Context: an optimization exercise on an open-source flow, tuned for small area and a short achievable clock period. The choices shown serve that exercise and are no tape-out recipe.
Only simulation tests tie the RTL to the original design; equivalence was not proved.
No driver is modelled on the clock port, so clocking that relies on it looks cheaper here than on a real chip.
No activity file was given, so power comes from the tool's default toggle rates.

==> flow/design.v (excerpt) <==
module top (
    clk_in,
    rst_in,
    data_in,
    load_weight_in,
    in_valid_in,
    pop_in,
    sum_out
);
Size: about 17000 cells after synthesis, roughly 28 I/O pins, roughly 240000 um2 of cells after synthesis.
==> flow/config.mk <==
export PLATFORM = sky130hd
export DESIGN_NAME = top
export DESIGN_NICKNAME = top
export VERILOG_FILES = /design/flow/design.v
export SDC_FILE = /design/flow/constraint.sdc
export NUM_CORES = 8
export LEC_CHECK = 0
export CAP_MARGIN = 20
export CORE_MARGIN = 2
export CORE_UTILIZATION = 40
export SLEW_MARGIN = 20
export SYNTH_HIERARCHICAL = 1
export TNS_END_PERCENT = 10
==> flow/constraint.sdc <==
create_clock -name core_clock -period 13.0 [get_ports {clk_in}]
set_input_delay 2.6000 -clock core_clock [delete_from_list [all_inputs] [get_ports {clk_in}]]
set_output_delay 2.6000 -clock core_clock [all_outputs]
set_load 0.01 [all_outputs]
standard.sh (not shown) runs the stock make flow with config.mk's settings and CLKGATE_MAP_FILE= SYNTH_SCRIPT=/design/flow/synth_recipe.tcl, a recipe that flattens the netlist after the stock synthesis.
==> flow/flow/run.sh <==
#!/bin/bash
# Layout: the standard ORFS flow (standard.sh) with these changes to how
# the layout is made; the SDC (clock period, I/O delays, loads) is the standard flow's.
#  - repair_timing aims for extra setup slack, so the achieved period shrinks,
#    and may swap cells across footprints;
#  - the clock tree uses larger sink clusters and no dummy loads;
#  - the port buffers are buf_4 cells.
# ORFS's own logs are in orfs/logs; make's output is in orfs_make.log.
set -euo pipefail
bash standard.sh \
    SETUP_SLACK_MARGIN=8.8 \
    MATCH_CELL_FOOTPRINT=0 \
    BUFFER_PORTS_ARGS="-buffer_cell sky130_fd_sc_hd__buf_4" \
    CTS_ARGS="-sink_clustering_enable -repair_clock_nets -dont_use_dummy_load -sink_clustering_size 22 -sink_clustering_max_diameter 105" \
    finish > orfs_make.log 2>&1
The baseline ran to the end with violations: capacitance limit.
Change:
--- a/flow/flow/run.sh
+++ b/flow/flow/run.sh
@@ -7 +7,3 @@
-#  - the port buffers are buf_4 cells.
+#  - the port buffers are buf_4 cells;
+#  - the timing repair after global routing estimates wires with 30%
+#    more capacitance (flow/pessimistic_rc.tcl).
@@ -11 +13,2 @@
-    SETUP_SLACK_MARGIN=8.8 \
+    PRE_GLOBAL_ROUTE_TCL="$PWD/flow/pessimistic_rc.tcl" \
+    SETUP_SLACK_MARGIN=9.0 \
==> flow/flow/pessimistic_rc.tcl (new file) <==
set rc_scale 1.3
foreach {layer c r} {
  li1  1.499e-04   7.176e-02
  met1 1.72375E-04 8.929e-04
  met2 1.36233E-04 8.929e-04
  met3 2.14962E-04 1.567e-04
  met4 1.48128E-04 1.567e-04
  met5 1.54087E-04 1.781e-05
} {
  set_layer_rc -layer $layer -capacitance [expr {$c * $rc_scale}] -resistance $r
}
set_wire_rc -signal -layer met1
set_wire_rc -clock -layer met3
Now the flow completed without violations.
Clock skew goes down by 0.0068 ns.
Worst setup slack gets better by 0.079 ns.
Hold slack is about the same.
Final cell count goes up by 0.50%.
Change:
--- a/flow/flow/run.sh
+++ b/flow/flow/run.sh
@@ -8,2 +8 @@
-#  - the timing repair after global routing estimates wires with 30%
-#    more capacitance (flow/pessimistic_rc.tcl).
+#  - fanout is limited to 16 from global placement on (flow/max_fanout.tcl).
@@ -13 +12 @@
-    PRE_GLOBAL_ROUTE_TCL="$PWD/flow/pessimistic_rc.tcl" \
+    PRE_GLOBAL_PLACE_TCL="$PWD/flow/max_fanout.tcl" \
==> flow/flow/max_fanout.tcl (new file) <==
set_max_fanout 16 [current_design]
removed: flow/flow/pessimistic_rc.tcl
After rerunning: This time the run finished with capacitance limit, slew limit left; synthesized cell count does not change; setup slack loses 0.038 ns; non-clock buffer count rises by 383; combinational power is lower by about 2%; power falls by 0.35%; sequential share of layout area falls by 0.42 points.
Change:
--- a/flow/flow/run.sh
+++ b/flow/flow/run.sh
@@ -7,2 +7 @@
-#  - the port buffers are buf_4 cells;
-#  - fanout is limited to 16 from global placement on (flow/max_fanout.tcl).
+#  - the port buffers are buf_4 cells.
@@ -12 +10,0 @@
-    PRE_GLOBAL_PLACE_TCL="$PWD/flow/max_fanout.tcl" \
- CORE_UTILIZATION: 40 -> 41
removed: flow/flow/max_fanout.tcl
The new run finished clean.
Power came out higher by 0.37%.
Die area came out lower by 2.4%.
Global-route usage came out higher by 1.6 points.
Clock skew came out lower by 0.035 ns.
Flip-flop and latch count stays the same.
Setup slack gets worse by 0.15 ns.
Worst hold slack gets better by 0.025 ns.
Via count came out higher by 0.56%.
First-iteration DRC count came out higher by 11%.
Combinational power came out higher by about 3%.
Area after synthesis does not change.

* * *

== v16 ==
Another version of the RTL of top (not shown whole).
Size: ~17000 cells after synthesis.
Settings: LEC_CHECK=0, CAP_MARGIN=20, CORE_MARGIN=2, CORE_UTILIZATION=40, SLEW_MARGIN=20, SYNTH_HIERARCHICAL=1, TNS_END_PERCENT=5; clock period 13.0 ns.
==> flow/flow/run.sh <==
#!/bin/bash
# Layout: the standard ORFS flow (standard.sh) with these changes to how
# the layout is made; the SDC (clock period, I/O delays, loads) is the standard flow's.
#  - repair_timing aims for extra setup slack, so the achieved period shrinks,
#    and may swap cells across footprints;
#  - the clock tree uses larger sink clusters and no dummy loads;
#  - the port buffers are buf_4 cells.
# ORFS's own logs are in orfs/logs; make's output is in orfs_make.log.
set -euo pipefail
bash standard.sh \
    SETUP_SLACK_MARGIN=9.3 \
    MATCH_CELL_FOOTPRINT=0 \
    BUFFER_PORTS_ARGS="-buffer_cell sky130_fd_sc_hd__buf_4" \
    CTS_ARGS="-sink_clustering_enable -repair_clock_nets -dont_use_dummy_load -sink_clustering_size 22 -sink_clustering_max_diameter 105" \
    finish > orfs_make.log 2>&1
### v16 -> v9
- TNS_END_PERCENT: 5 -> 10
-- flow/flow/run.sh --
<<< v16, line 10
bash standard.sh \
    SETUP_SLACK_MARGIN=9.3 \
    MATCH_CELL_FOOTPRINT=0 \
>>> v9, line 10
bash standard.sh \
    SETUP_SLACK_MARGIN=9.0 \
    MATCH_CELL_FOOTPRINT=0 \
Results
Switching power total (lower): v16. Lower peak ir drop on the vdd network goes to v16 over v9. Post-layout worst setup margin on v9 is down relative to v16. On part of the total power dissipated in the clock network, v16 and v9 are neck and neck. Between v16 and v9, the clock skew does not differ in any meaningful way. Going from v16 to v9, wire length of the first global-routing pass moved down, fraction of layout instances using a drive strength above 1 shows a reduction of 0.47 points, total power went up.
Changes in v34 relative to v9:
- a change of CORE_UTILIZATION from 40 to 36
Findings:
In v34 the share of cell area taken by flip-flops and latches turned out 0.35 points lower than in v9.
The final reports for v34 and v9 show cell count higher in the former.
Relative to v9, the final-layout clock buffer total measured on v34 has decreased slightly.
Worst-case setup margin in the final layout sits lower in v34 than in v9.
Between v34 and v9, the post-CTS clock slew at the launch and capture registers of the worst setup and hold paths does not differ in any meaningful way.
The average vias per placed instance of v34 falls short of that of v9 by 2.7%.
v34 completed every stage of the flow, and the final layout passed the timing, design-rule and antenna checks.

* * *

top with an RTL version that a note above also has.
Size: about 17,000 cells after synthesis, roughly 28 I/O pins, about 240,000 µm² of cells after synthesis.
export LEC_CHECK = 0
export CAP_MARGIN = 20
export CORE_MARGIN = 2
export CORE_UTILIZATION = 40
export SLEW_MARGIN = 20
export SYNTH_HIERARCHICAL = 1
export TNS_END_PERCENT = 10
create_clock -name core_clock -period 13.0 [get_ports {clk_in}]
==> flow/flow/run.sh <==
#!/bin/bash
# Layout: the standard ORFS flow (standard.sh) with these changes to how
# the layout is made; the SDC (clock period, I/O delays, loads) is the standard flow's.
#  - repair_timing aims for extra setup slack, so the achieved period shrinks,
#    and may swap cells across footprints;
#  - the clock tree uses larger sink clusters and no dummy loads;
#  - the port buffers are buf_4 cells;
#  - the timing repairs after CTS and global routing estimate wires with 30%
#    more capacitance (flow/pessimistic_rc.tcl).
# ORFS's own logs are in orfs/logs; make's output is in orfs_make.log.
set -euo pipefail
bash standard.sh \
    PRE_CTS_TCL="$PWD/flow/pessimistic_rc.tcl" \
    PRE_GLOBAL_ROUTE_TCL="$PWD/flow/pessimistic_rc.tcl" \
    SETUP_SLACK_MARGIN=9.0 \
    MATCH_CELL_FOOTPRINT=0 \
    BUFFER_PORTS_ARGS="-buffer_cell sky130_fd_sc_hd__buf_4" \
    CTS_ARGS="-sink_clustering_enable -repair_clock_nets -dont_use_dummy_load -sink_clustering_size 22 -sink_clustering_max_diameter 105" \
    finish > orfs_make.log 2>&1
==> flow/flow/pessimistic_rc.tcl <==
set rc_scale 1.3
foreach {layer c r} {
  li1  1.499e-04   7.176e-02
  met1 1.72375E-04 8.929e-04
  met2 1.36233E-04 8.929e-04
  met3 2.14962E-04 1.567e-04
  met4 1.48128E-04 1.567e-04
  met5 1.54087E-04 1.781e-05
} {
  set_layer_rc -layer $layer -capacitance [expr {$c * $rc_scale}] -resistance $r
}
set_wire_rc -signal -layer met1
set_wire_rc -clock -layer met3
==> next run, changes <==
==> flow/flow/run.sh (replaced) <==
#!/bin/bash
# Layout: the standard ORFS flow (standard.sh) with these changes to how
# the layout is made; the SDC (clock period, I/O delays, loads) is the standard flow's.
#  - repair_timing aims for extra setup slack, so the achieved period shrinks,
#    and may swap cells across footprints;
#  - the clock tree uses larger sink clusters and no dummy loads;
#  - the port buffers are buf_4 cells.
# ORFS's own logs are in orfs/logs; make's output is in orfs_make.log.
set -euo pipefail
bash standard.sh \
    SETUP_SLACK_MARGIN=9.0 \
    MATCH_CELL_FOOTPRINT=0 \
    BUFFER_PORTS_ARGS="-buffer_cell sky130_fd_sc_hd__buf_4" \
    CTS_ARGS="-sink_clustering_enable -repair_clock_nets -dont_use_dummy_load -sink_clustering_size 24 -sink_clustering_max_diameter 108" \
    finish > orfs_make.log 2>&1
removed: flow/flow/pessimistic_rc.tcl
Result:
- The changed run ran to the end with no violations
- via count hardly moves
- worst setup slack is better by 0.16 ns
- maximum frequency climbs by 3.6%
- core utilization drops by 0.23 points
- first-iteration DRC count climbs by 4.6%
==> next run, changes <==
--- a/flow/flow/run.sh
+++ b/flow/flow/run.sh
@@ -13,3 +13,3 @@
     BUFFER_PORTS_ARGS="-buffer_cell sky130_fd_sc_hd__buf_4" \
-    CTS_ARGS="-sink_clustering_enable -repair_clock_nets -dont_use_dummy_load -sink_clustering_size 24 -sink_clustering_max_diameter 108" \
+    CTS_ARGS="-sink_clustering_enable -repair_clock_nets -dont_use_dummy_load -sink_clustering_size 22 -sink_clustering_max_diameter 105" \
     finish > orfs_make.log 2>&1
PLACE_DENSITY = 0.7   (was default)
Final area hardly moves.
Setup slack gets worse by 0.21 ns.
Synthesized cell count is unchanged.
Clock-buffer cell count came out higher by 21.
Cell count hardly moves.
Fmax went down by a few percent.
Global-route usage drops by 1.1 points.
Register-to-register slack loses 0.21 ns.
Hold slack got worse by 0.022 ns.

* * *

top, a different RTL version from the one above (not shown whole).
Size: about 28 I/O pins, roughly 240000 um2 of cells after synthesis.
clock: 13.0 ns
lec_check: 0
cap_margin: 20
core_margin: 2
core_utilization: 40
slew_margin: 20
synth_hierarchical: 1
==> flow/flow/run.sh <==
#!/bin/bash
# Layout: the standard ORFS flow (standard.sh) with these changes to how
# the layout is made; the SDC (clock period, I/O delays, loads) is the standard flow's.
#  - repair_timing aims for extra setup slack, so the achieved period shrinks,
#    and may swap cells across footprints;
#  - the clock tree uses larger sink clusters and no dummy loads;
#  - the port buffers are buf_4 cells.
# ORFS's own logs are in orfs/logs; make's output is in orfs_make.log.
set -euo pipefail
bash standard.sh \
    SETUP_SLACK_MARGIN=8.5 \
    MATCH_CELL_FOOTPRINT=0 \
    BUFFER_PORTS_ARGS="-buffer_cell sky130_fd_sc_hd__buf_4" \
    CTS_ARGS="-sink_clustering_enable -repair_clock_nets -dont_use_dummy_load -sink_clustering_size 25 -sink_clustering_max_diameter 110" \
    finish > orfs_make.log 2>&1
The starting point completed without violations.
Next try:
--- a/flow/flow/run.sh
+++ b/flow/flow/run.sh
@@ -11 +11 @@
-    SETUP_SLACK_MARGIN=8.5 \
+    SETUP_SLACK_MARGIN=9.3 \
@@ -14 +14 @@
-    CTS_ARGS="-sink_clustering_enable -repair_clock_nets -dont_use_dummy_load -sink_clustering_size 25 -sink_clustering_max_diameter 110" \
+    CTS_ARGS="-sink_clustering_enable -repair_clock_nets -dont_use_dummy_load -sink_clustering_size 22 -sink_clustering_max_diameter 105" \
--- a/flow/config.mk
+++ b/flow/config.mk
@@ -12,0 +13 @@
+export TNS_END_PERCENT = 5
The new run passed the timing, design-rule and antenna checks.
Die area does not change.
Cell area came out higher by 2.6%.
Clock-buffer cell count came out higher by 44.
Clock power came out higher by about 9%.
Next try:
--- a/flow/flow/run.sh
+++ b/flow/flow/run.sh
@@ -11 +11 @@
-    SETUP_SLACK_MARGIN=9.3 \
+    SETUP_SLACK_MARGIN=8.0 \
@@ -14 +14 @@
-    CTS_ARGS="-sink_clustering_enable -repair_clock_nets -dont_use_dummy_load -sink_clustering_size 22 -sink_clustering_max_diameter 105" \
+    CTS_ARGS="-sink_clustering_enable -repair_clock_nets -dont_use_dummy_load -sink_clustering_size 20 -sink_clustering_max_diameter 100" \
--- a/flow/config.mk
+++ b/flow/config.mk
@@ -13 +12,0 @@
-export TNS_END_PERCENT = 5
What happened: The new run produced a clean layout. Die area does not change. Routed wire length goes down by a few percent. Total power hardly moves. Via count drops slightly.

* * *

top again, from the RTL that the note above started with.
Settings: LEC_CHECK=0, CAP_MARGIN=20, CORE_MARGIN=2, CORE_UTILIZATION=40, SLEW_MARGIN=20, SYNTH_HIERARCHICAL=1, TNS_END_PERCENT=30; clock period 13.0 ns.
==> flow/flow/run.sh <==
#!/bin/bash
# Layout: the standard ORFS flow (standard.sh) with these changes to how
# the layout is made; the SDC (clock period, I/O delays, loads) is the standard flow's.
#  - repair_timing aims for extra setup slack, so the achieved period shrinks,
#    and may swap cells across footprints;
#  - the clock tree uses larger sink clusters and no dummy loads;
#  - the port buffers are buf_4 cells.
# ORFS's own logs are in orfs/logs; make's output is in orfs_make.log.
set -euo pipefail
bash standard.sh \
    SETUP_SLACK_MARGIN=9.0 \
    MATCH_CELL_FOOTPRINT=0 \
    BUFFER_PORTS_ARGS="-buffer_cell sky130_fd_sc_hd__buf_4" \
    CTS_ARGS="-sink_clustering_enable -repair_clock_nets -dont_use_dummy_load -sink_clustering_size 22 -sink_clustering_max_diameter 105" \
    finish > orfs_make.log 2>&1
The first run went through all stages and came out clean.
==> next run, changes <==
TNS_END_PERCENT = 10   (was 30)
The changed run ran to the end with no violations.
Worst setup slack gains 45 ps.
Global-route usage fell by 0.37 points.
Sequential share of layout area rose by 0.71 points.
Count of clock-buffer cells in the layout does not change.
Routed wire length went down by 1.1%.
Fmax grows by 1.0%.
Synthesized area does not change.
Total power is lower by 0.78%.

afterwards: timing with drivers on the ports:
How much do the figures lean on ideal ports? The routed layouts below were timed once more, with nothing changed but the port constraints. Step 1: set_driving_cell puts a clkbuf_16 on clk_in and a buf_2 on each other input, an assumption about the parent block. Step 2 adds t to the input delays and takes it off the output delays; t is the mean of the earliest and latest rising clock arrival at the registers after step 1. Input paths then give back, and output paths get back, about the clock's delay inside the block. Three values: ideal, step 1, step 2; two values: the first two.
run | t (ns) | setup WS [ns] | worst setup path after step 2
the first run of note 1 | 1.099 | 8.601 / 8.459 / 7.360 | input to register
the second run of note 1 | 1.100 | 8.681 / 8.497 / 7.397 | input to register
the third run of note 1 | 1.095 | 8.642 / 8.623 / 7.528 | input to register
the fourth run of note 1 | 1.091 | 8.495 / 8.365 / 7.274 | input to register
v16 | 1.131 | 8.645 / 8.108 / 6.976 | input to register
v9 | 1.142 | 8.629 / 8.529 / 7.387 | input to register
v34 | 1.114 | 8.408 / 8.408 / 7.349 | input to register
the first run of note 3 | 1.102 | 8.473 / 8.473 / 7.405 | input to register
the second run of note 3 | 1.090 | 8.629 / 8.495 / 7.405 | input to register
the third run of note 3 | 1.092 | 8.420 / 8.420 / 7.409 | input to register
the first run of note 4 | 1.105 | 8.409 / 8.451 / 7.400 | input to register
the second run of note 4 | 1.107 | 8.586 / 8.330 / 7.224 | input to register
the third run of note 4 | 1.114 | 7.929 / 7.929 / 6.945 | input to register
the first run of note 5 | 1.109 | 8.522 / 8.294 / 7.185 | input to register
the second run of note 5 | 1.095 | 8.568 / 8.328 / 7.232 | input to register
For v16, which loses most, drivers alone change the setup slack by -0.537 ns; drivers and shift together by -1.669 ns.
